Background: an optimization exercise with open tools, aiming at small area, a short achievable clock period and few clock cycles. Do not read the settings as production practice. Function was checked by simulation only, so behaviour that the tests miss may differ from the original. Power is estimated from default activity; no workload was simulated.

==> flow/design.v <==
module divider
(
	input  wire        clk         ,
	input  wire        rst         ,
	input  wire [63:0] divisor     , 
	input  wire [63:0] dividend    , 
	input  wire [9 :0] inst_op_f3  , 
	input  wire        div_ready   , 
	output wire [63:0] div_rem_data, 
	output wire        div_finish  , 
	output reg         busy_o       
);
	parameter DIV   = 10'b0110011_100;
	parameter DIVU  = 10'b0110011_101;
	parameter REM   = 10'b0110011_110;
	parameter REMU  = 10'b0110011_111;
	parameter DIVW  = 10'b0111011_100;
	parameter DIVUW = 10'b0111011_101;
	parameter REMW  = 10'b0111011_110;
	parameter REMUW = 10'b0111011_111;
	reg [6 :0] counter   ;
	reg        sign      ; 
	reg        sign_y    ; 
	reg [63:0] dividend_t; 
	reg [63:0] divider_t ; 
	reg  [127:0] temp_a   ; 
	reg  [127:0] temp_b   ; 
	reg          finish   ; 
	wire         sign_inst; 
	assign sign_inst = (inst_op_f3 == DIV) || (inst_op_f3 == DIVW) || (inst_op_f3 == REM) || (inst_op_f3 == REMW);
	wire         div_by_zero = inst_op_f3[9:3] == 7'b0111011 ? (divisor[31:0] == 32'd0) : (divisor == 64'd0);
	reg [63:0] yushu;
	reg [63:0] shang;
	always @(posedge clk)
		begin
			if(rst == 1'b1) begin
				counter    = 7'b0  ;
				dividend_t = 64'b0 ;
				divider_t  = 64'b0 ;
				temp_a     = 128'b0;
				temp_b     = 128'b0;
				finish     = 1'b0  ;
				sign       = 1'b0  ;
				sign_y     = 1'b0  ;
				busy_o     = 1'b0  ;
			end
			else begin
				case(counter)
					0:begin
						if(div_ready) begin 
							counter = counter + 1;
							finish  = 1'b0       ;
							busy_o  = 1'b1       ;
                            if((inst_op_f3 == DIV) | (inst_op_f3 == DIVU) | (inst_op_f3 == REM) |(inst_op_f3 == REMU)) begin
    							if(sign_inst && dividend[63] && divisor[63]) begin 
    								dividend_t = ~dividend + 1; 
    								divider_t  = ~divisor + 1 ; 
    								sign       = 1'b0         ; 
    								sign_y     = 1'b1         ; 
    							end
    							else if(sign_inst && dividend[63]) begin 
    								dividend_t = ~dividend + 1; 
    								divider_t  = divisor      ; 
    								sign       = 1'b1         ; 
    								sign_y     = 1'b1         ; 
    							end
    							else if(sign_inst && divisor[63]) begin 
    								divider_t  = ~divisor + 1; 
    								dividend_t = dividend    ; 
    								sign       = 1'b1        ; 
    								sign_y     = 1'b0        ; 
    							end
							    else begin 
							    	divider_t  = divisor ; 
							    	dividend_t = dividend; 
							    	sign       = 1'b0    ; 
							    	sign_y     = 1'b0    ; 
							    end
                            end
                            else begin 
    							if(sign_inst && dividend[31] && divisor[31]) begin 
    								dividend_t = {{32{1'b0}},~dividend[31:0] + 1}; 
    								divider_t  = {{32{1'b0}},~divisor[31:0] + 1}; 
    								sign       = 1'b0         ; 
    								sign_y     = 1'b1         ; 
    							end
    							else if(sign_inst && dividend[31]) begin 
    								dividend_t = {{32{1'b0}},~dividend[31:0] + 1}; 
    								divider_t  = {{32{1'b0}},divisor[31:0]}; 
    								sign       = 1'b1         ; 
    								sign_y     = 1'b1         ; 
    							end
    							else if(sign_inst && divisor[31]) begin 
    								divider_t  = {{32{1'b0}},~divisor[31:0] + 1};; 
    								dividend_t = {{32{1'b0}},dividend[31:0]}; 
    								sign       = 1'b1        ; 
    								sign_y     = 1'b0        ; 
    							end
							    else begin 
							    	divider_t  = {{32{1'b0}},divisor[31:0]} ; 
							    	dividend_t = {{32{1'b0}},dividend[31:0]}; 
							    	sign       = 1'b0    ; 
							    	sign_y     = 1'b0    ; 
							    end
                            end
						end
					end
					1:begin
						temp_a  = {64'b0, dividend_t};
						temp_b  = {divider_t, 64'b0 };
						counter = counter + 1        ;
						busy_o  = 1'b1               ;
					end
					66:begin
						finish  = 1'b1       ;
						counter = counter + 1;
						busy_o  = 1'b0       ;
					end
					67:begin
						counter = 7'b0;
						finish  = 1'b0;
						busy_o  = 1'b0;
					end
					default:begin
						counter = counter + 1;
						temp_a  = {temp_a[126:0], 1'b0};
						if(temp_a >= temp_b) begin
							temp_a = temp_a - temp_b + 1'b1; 
						end
						else begin
							temp_a = temp_a;
						end
					end
				endcase
			end
		end
	always @(*)
		begin
			if(rst == 1'b1) begin
				yushu = 64'b0;
				shang = 64'b0;
			end
			else if(div_by_zero) begin 
				shang = 64'hffff_ffff_ffff_ffff;
				yushu = dividend               ;
			end
			else if(finish) begin
				if(sign && (!sign_y)) begin 
					yushu = temp_a[127:64]     ;
					shang = ~temp_a[63 : 0] + 1;
				end
				else if(sign && sign_y) begin
					yushu = ~temp_a[127:64] + 1;
					shang = ~temp_a[63 : 0] + 1;
				end
				else if((!sign) && (sign_y)) begin
					yushu = ~temp_a[127:64] + 1;
					shang = temp_a[63 : 0]     ;
				end
				else begin
					yushu = temp_a[127:64];
					shang = temp_a[63 : 0];
				end
			end
			else begin
				yushu = temp_a[127:64];
				shang = temp_a[63 : 0];
			end
		end
	assign div_finish = finish;
	assign div_rem_data = ((inst_op_f3 == DIV) || (inst_op_f3 == DIVU)) ? shang :
						  ((inst_op_f3 == DIVUW) || (inst_op_f3 == DIVW)) ? {{32{shang[31]}}, shang[31:0]} :
	                      ((inst_op_f3 == REM) || (inst_op_f3 == REMU)) ? yushu : 
						  ((inst_op_f3 == REMUW) || (inst_op_f3 == REMW)) ? {{32{yushu[31]}}, yushu[31:0]} : 64'b0;
	reg [9 :0] current_instr_type; 
	reg [9 :0] next_instr_type;
	always@(*)begin
		case(current_instr_type)
			DIV:next_instr_type = (inst_op_f3 == DIV)   ? DIV 	: 
							 	  (inst_op_f3 == DIVU)  ? DIVU 	:
							 	  (inst_op_f3 == REM)	? REM	:
							 	  (inst_op_f3 == REMU) 	? REMU  :
							 	  (inst_op_f3 == DIVW)  ? DIVW 	: 
								  (inst_op_f3 == DIVUW) ? DIVUW	:
								  (inst_op_f3 == REMW)	? REMW	:
							 	  (inst_op_f3 == REMUW) ? REMUW :1'b0;
		   DIVU:next_instr_type = (inst_op_f3 == DIV)   ? DIV 	: 
							 	  (inst_op_f3 == DIVU)  ? DIVU 	:
							 	  (inst_op_f3 == REM)	? REM	:
							 	  (inst_op_f3 == REMU) 	? REMU  :
							 	  (inst_op_f3 == DIVW)  ? DIVW 	: 
								  (inst_op_f3 == DIVUW) ? DIVUW	:
								  (inst_op_f3 == REMW)	? REMW	:
							 	  (inst_op_f3 == REMUW) ? REMUW :1'b0;
		    REM:next_instr_type = (inst_op_f3 == DIV)   ? DIV 	: 
							 	  (inst_op_f3 == DIVU)  ? DIVU 	:
							 	  (inst_op_f3 == REM)	? REM	:
							 	  (inst_op_f3 == REMU) 	? REMU  :
							 	  (inst_op_f3 == DIVW)  ? DIVW 	: 
								  (inst_op_f3 == DIVUW) ? DIVUW	:
								  (inst_op_f3 == REMW)	? REMW	:
							 	  (inst_op_f3 == REMUW) ? REMUW :1'b0;
		   REMU:next_instr_type = (inst_op_f3 == DIV)   ? DIV 	: 
							 	  (inst_op_f3 == DIVU)  ? DIVU 	:
							 	  (inst_op_f3 == REM)	? REM	:
							 	  (inst_op_f3 == REMU) 	? REMU  :
							 	  (inst_op_f3 == DIVW)  ? DIVW 	: 
								  (inst_op_f3 == DIVUW) ? DIVUW	:
								  (inst_op_f3 == REMW)	? REMW	:
							 	  (inst_op_f3 == REMUW) ? REMUW :1'b0;
		   DIVW:next_instr_type = (inst_op_f3 == DIV)   ? DIV 	: 
							 	  (inst_op_f3 == DIVU)  ? DIVU 	:
							 	  (inst_op_f3 == REM)	? REM	:
							 	  (inst_op_f3 == REMU) 	? REMU  :
							 	  (inst_op_f3 == DIVW)  ? DIVW 	: 
								  (inst_op_f3 == DIVUW) ? DIVUW	:
								  (inst_op_f3 == REMW)	? REMW	:
							 	  (inst_op_f3 == REMUW) ? REMUW :1'b0;
		  DIVUW:next_instr_type = (inst_op_f3 == DIV)   ? DIV 	: 
							 	  (inst_op_f3 == DIVU)  ? DIVU 	:
							 	  (inst_op_f3 == REM)	? REM	:
							 	  (inst_op_f3 == REMU) 	? REMU  :
							 	  (inst_op_f3 == DIVW)  ? DIVW 	: 
								  (inst_op_f3 == DIVUW) ? DIVUW	:
								  (inst_op_f3 == REMW)	? REMW	:
							 	  (inst_op_f3 == REMUW) ? REMUW :1'b0;
		   REMW:next_instr_type = (inst_op_f3 == DIV)   ? DIV 	: 
							 	  (inst_op_f3 == DIVU)  ? DIVU 	:
							 	  (inst_op_f3 == REM)	? REM	:
							 	  (inst_op_f3 == REMU) 	? REMU  :
							 	  (inst_op_f3 == DIVW)  ? DIVW 	: 
								  (inst_op_f3 == DIVUW) ? DIVUW	:
								  (inst_op_f3 == REMW)	? REMW	:
							 	  (inst_op_f3 == REMUW) ? REMUW :1'b0;
		   REMUW:next_instr_type = (inst_op_f3 == DIV)   ? DIV 	: 
							 	  (inst_op_f3 == DIVU)  ? DIVU 	:
							 	  (inst_op_f3 == REM)	? REM	:
							 	  (inst_op_f3 == REMU) 	? REMU  :
							 	  (inst_op_f3 == DIVW)  ? DIVW 	: 
								  (inst_op_f3 == DIVUW) ? DIVUW	:
								  (inst_op_f3 == REMW)	? REMW	:
							 	  (inst_op_f3 == REMUW) ? REMUW :1'b0;								  
		   1'b0:next_instr_type = (inst_op_f3 == DIV)   ? DIV 	: 
							 	  (inst_op_f3 == DIVU)  ? DIVU 	:
							 	  (inst_op_f3 == REM)	? REM	:
							 	  (inst_op_f3 == REMU) 	? REMU  :
							 	  (inst_op_f3 == DIVW)  ? DIVW 	: 
								  (inst_op_f3 == DIVUW) ? DIVUW	:
								  (inst_op_f3 == REMW)	? REMW	:
							 	  (inst_op_f3 == REMUW) ? REMUW :1'b0;
			default:next_instr_type = 1'b0;
		endcase
	end
	always@(posedge clk)begin
		current_instr_type <= next_instr_type;
	end
endmodule
==> flow/run.sh <==
#!/bin/bash
# synth_recipe.tcl (not shown) runs the flow's synth.tcl, then flattens the netlist and writes it again
# the make line also repeats each setting of config.mk as NAME=value (left out here)
make -C /OpenROAD-flow-scripts/flow DESIGN_CONFIG=/design/flow/config.mk WORK_HOME=/design/flow/orfs CLKGATE_MAP_FILE= SYNTH_SCRIPT=/design/flow/synth_recipe.tcl finish
==> flow/config.mk <==
export PLATFORM = sky130hd
export DESIGN_NAME = divider
export DESIGN_NICKNAME = divider
export VERILOG_FILES = /design/flow/design.v
export SDC_FILE = /design/flow/constraint.sdc
export NUM_CORES = 4
export LEC_CHECK = 0
export CAP_MARGIN = 20
export CORE_MARGIN = 2
export CORE_UTILIZATION = 40
export SLEW_MARGIN = 20
==> flow/constraint.sdc <==
create_clock -name core_clock -period 10.0 [get_ports {clk}]
set_input_delay 2.0000 -clock core_clock [delete_from_list [all_inputs] [get_ports {clk}]]
set_output_delay 2.0000 -clock core_clock [all_outputs]
set_load 0.01 [all_outputs]
==> flow_summary.json <==
{
  "hold_buffers": 0,
  "worstPathRequired_ns": 8.00,
  "hpwl_mm": 103.6,
  "clock-skew-final_ns": 0.03046,
  "fin_crit_sh_pct": 91.94,
  "synth_edf_count": 0,
  "die-area_mm2": 0.08004,
  "slew_violations": 0,
  "antenna_found_initial": 10,
  "dieWidth_um": 282.9,
  "ir_drop_v": 0.0002327,
  "dp.cells": 5365,
  "drcViolationCount": 0,
  "vias": 32850,
  "fp.coreArea_mm2": 0.07721,
  "path_clk_slew_ns": 0.06,
  "tightest_slew_ns": 1.218,
  "syn_area_per_cell_um2": 7.189,
  "multi_input_area_mm2": 0.02242,
  "diodes": 0,
  "max_freq_mhz": 108.8,
  "status": "finished clean",
  "startpoint_type": "input port",
  "cellPowerDensity_mw_per_mm2": 318.0,
  "io_pins": 207,
  "path_class": "in2out",
  "clk_latency_ns": 0.62,
  "cts.repair.resized": 0,
  "num_rows": 102,
  "track_usage_pct": 31.85,
  "nFillCells": 8059,
  "async_flop_share_pct": 0,
  "seq_area_mm2": 0.006626,
  "p_leak_nw": 13.28,
  "grt-ovfl-total": 0,
  "cts_sinks": 331,
  "fin_nets": 4803,
  "numCtsBuffers": 44,
  "grt_pass1_wl_mm": 197.8,
  "wire_per_inst_um": 24.23,
  "layout_common_cells": "528 x nand2_1, 442 x a21oi_1, 347 x nor2_1",
  "drive_gt1_share_pct": 3.769,
  "hold_viol": 0,
  "die_y_um": 282.9,
  "relSlewSlack_pct": 18.08,
  "place_congestion": 0.9783,
  "critPathMaxFanout": 32,
  "ys_ff_latch": 331,
  "ys_types": 90,
  "io_buffers": 206,
  "post_cts_buffers": 0,
  "setup_viol": 0,
  "period_needed_ns": 9.194,
  "clockBufferDepth": 3,
  "finalSetupTns_ns": 0,
  "grt_start_max_net_pins": 142,
  "ant_nets": 0,
  "syn_inst": 4328,
  "grt_pass1_vias": 31290,
  "ys_seq_area_share_pct": 21.30,
  "dr.pass1.iters": 6,
  "synthFlopType": "dfxtp_1",
  "dr.first_iter.drc_count": 3426,
  "grt_setup_unrepaired": "no",
  "synth_area_mm2": 0.03112,
  "cts_tree": "yes",
  "placed_area_mm2": 0.03394,
  "instances_no_fill": 5444,
  "syn_nets": 4760,
  "yosys_warnings": 1,
  "vias_per_cell": 6.034,
  "max_cap_viol_count": 0,
  "start_util_pct": 40.30,
  "end_kind": "output pin",
  "root_buffer": "clkbuf_16",
  "final_common_cell": "nand2_1",
  "min_path_type": "reg2reg",
  "holdWs_ns": 0.4514,
  "area_growth_syn_to_layout_pct": 13.81,
  "worstPathArrival_ns": 7.19,
  "wl_mm": 131.9,
  "htree_levels": 2,
  "finish.instance_area_mm2": 0.03541
}
## cell usage after synthesis (13+ instances only)
| master | n | share of area, % |
|---|---|---|
| a22oi_1 | 38 | 0.92 |
| nor2_1 | 350 | 4.2 |
| mux2i_1 | 16 | 0.51 |
| and2_1 | 19 | 0.38 |
| a221oi_1 | 61 | 1.7 |
| nor3_1 | 74 | 1.2 |
| nand2_1 | 530 | 6.4 |
| a31oi_1 | 48 | 0.97 |
| o211ai_1 | 80 | 1.9 |
| xor2_1 | 91 | 2.6 |
| nand2b_1 | 30 | 0.60 |
| buf_2 | 17 | 0.27 |
| nor2b_1 | 39 | 0.78 |
| nand3_1 | 102 | 1.6 |
| o31ai_1 | 82 | 2.0 |
| o41ai_1 | 16 | 0.45 |
| inv_1 | 313 | 3.8 |
| ha_1 | 260 | 10 |
| fa_1 | 31 | 2.0 |
| o21ai_0 | 301 | 4.8 |
| a21oi_1 | 442 | 7.1 |
| o21ai_1 | 16 | 0.26 |
| or4_1 | 19 | 0.46 |
| or3_1 | 37 | 0.74 |
| a21boi_0 | 15 | 0.36 |
| a311oi_1 | 13 | 0.37 |
| a21o_1 | 31 | 0.75 |
| a211oi_1 | 97 | 2.3 |
| nand4_1 | 30 | 0.60 |
| and3_1 | 31 | 0.62 |
| dfxtp_1 | 331 | 21 |
| o21bai_1 | 41 | 0.99 |
| xnor2_1 | 258 | 7.3 |
| clkbuf_1 | 228 | 2.8 |
| nor4_1 | 61 | 1.2 |
## metrics by stage
stage | setup slack [ns] | utilization, % | total power [mW]
floorplan | 3.092 | - | 7.172
global placement | 1.000 | 43.96 | 9.436
detailed placement | 0.8959 | 43.96 | 9.418
CTS | 0.9018 | 45.86 | 11.09
global route | 0.5519 | 45.86 | 11.99
finish | 0.8060 | 45.86 | 11.26
## logic make-up after synthesis
logic type	count (synthesis)	synth area share, %
compound gates	1396	28.42
xor+xnor	349	9.823
fa+ha+maj	291	12.45
buf+inv	566	6.981
flops	331	21.30
mux	19	0.6232
simple gates	1376	20.41
## final timing paths
kind                      end  slack (ns)  depth (start not counted)     startpoint
max reg2reg        temp_a[27]        3.91                         17      temp_a[1]
min               temp_b[118]        0.45                          2  divider_t[54]
min reg2reg       temp_b[118]        0.45                          2  divider_t[54]
max          div_rem_data[61]        0.81                         13    divisor[32]
## registers in the layout, indices dropped and copies added, names as in the netlist
signal	cells
temp_a	128
temp_b	64
dividend_t	64
sign	1
busy_o	1
counter	7
divider_t	64
finish	1
sign_y	1
## routing by layer
metal / routed length, µm / share of wire [%] / track usage (%)
met5: 95 / 0.072 / 0
met4: 5425 / 4.1 / 12.11
met3: 10200 / 7.7 / 5.081
met2: 60440 / 46 / 52.59
met1: 55730 / 42 / 41.58
## area by class of cell
| cell class | count | share of cell area (%) |
|---|---|---|
| Inverter | 313 | 3.318 |
| Sequential cell | 331 | 18.71 |
| Clock buffer | 59 | 3.466 |
| Clock inverter | 20 | 0.6960 |
| Tap cell | 1040 | 3.675 |
| Multi-Input combinational cell | 3431 | 63.31 |
| Timing Repair Buffer | 250 | 6.823 |
## worst max-delay path: stages
cell and delay, ns:
clkdlybuf4s50_1 0.46, or3_1 0.40, or4_1 0.45, or3_1 0.39, nor3_2 0.20, nand4_1 0.18
o32ai_1 0.51, and3_2 0.64, nor2_1 0.13, o21ai_1 0.28, o2111ai_4 0.62, o2111ai_1 0.34
clkdlybuf4s50_1 0.58
## power by group
part / internal [mW] / switching, mW / total, mW / leakage, nW
logic: 2.70 / 5.17 / 7.87 / 9.88
registers: 1.54 / 0.233 / 1.77 / 2.70
clock network: 0.926 / 0.700 / 1.63 / 0.703
total: 5.16 / 6.10 / 11.3 / 13.3
Testbench counts, summed over its fixed seeds: cycles 163,200.

-- what the ideal ports hide --
In the flow no input, the clock included, has a driving cell. The finished layout below was timed again as built, in two steps.
Step 1 (the two cells are an assumption about what drives the block):
set clk [get_ports {clk}]
set_driving_cell -lib_cell sky130_fd_sc_hd__clkbuf_16 $clk
set_driving_cell -lib_cell sky130_fd_sc_hd__buf_2 [delete_from_list [all_inputs] $clk]
Step 2 also shifts input and output timing later by t, the mid clock arrival at the registers, as if the neighbouring blocks saw the same clock.
a / b / c = no drivers / after step 1 / after step 2; a / b = the first two.
t (ns): 0.672
setup slack, ns: 0.806 / 0.786 / 0.786
slew at the worst register clock pin (ns): 0.07 / 0.07
After both steps setup and hold are still met in this run. The setup slack of this run moves by -0.020 ns with the drivers and by -0.020 ns with both steps.
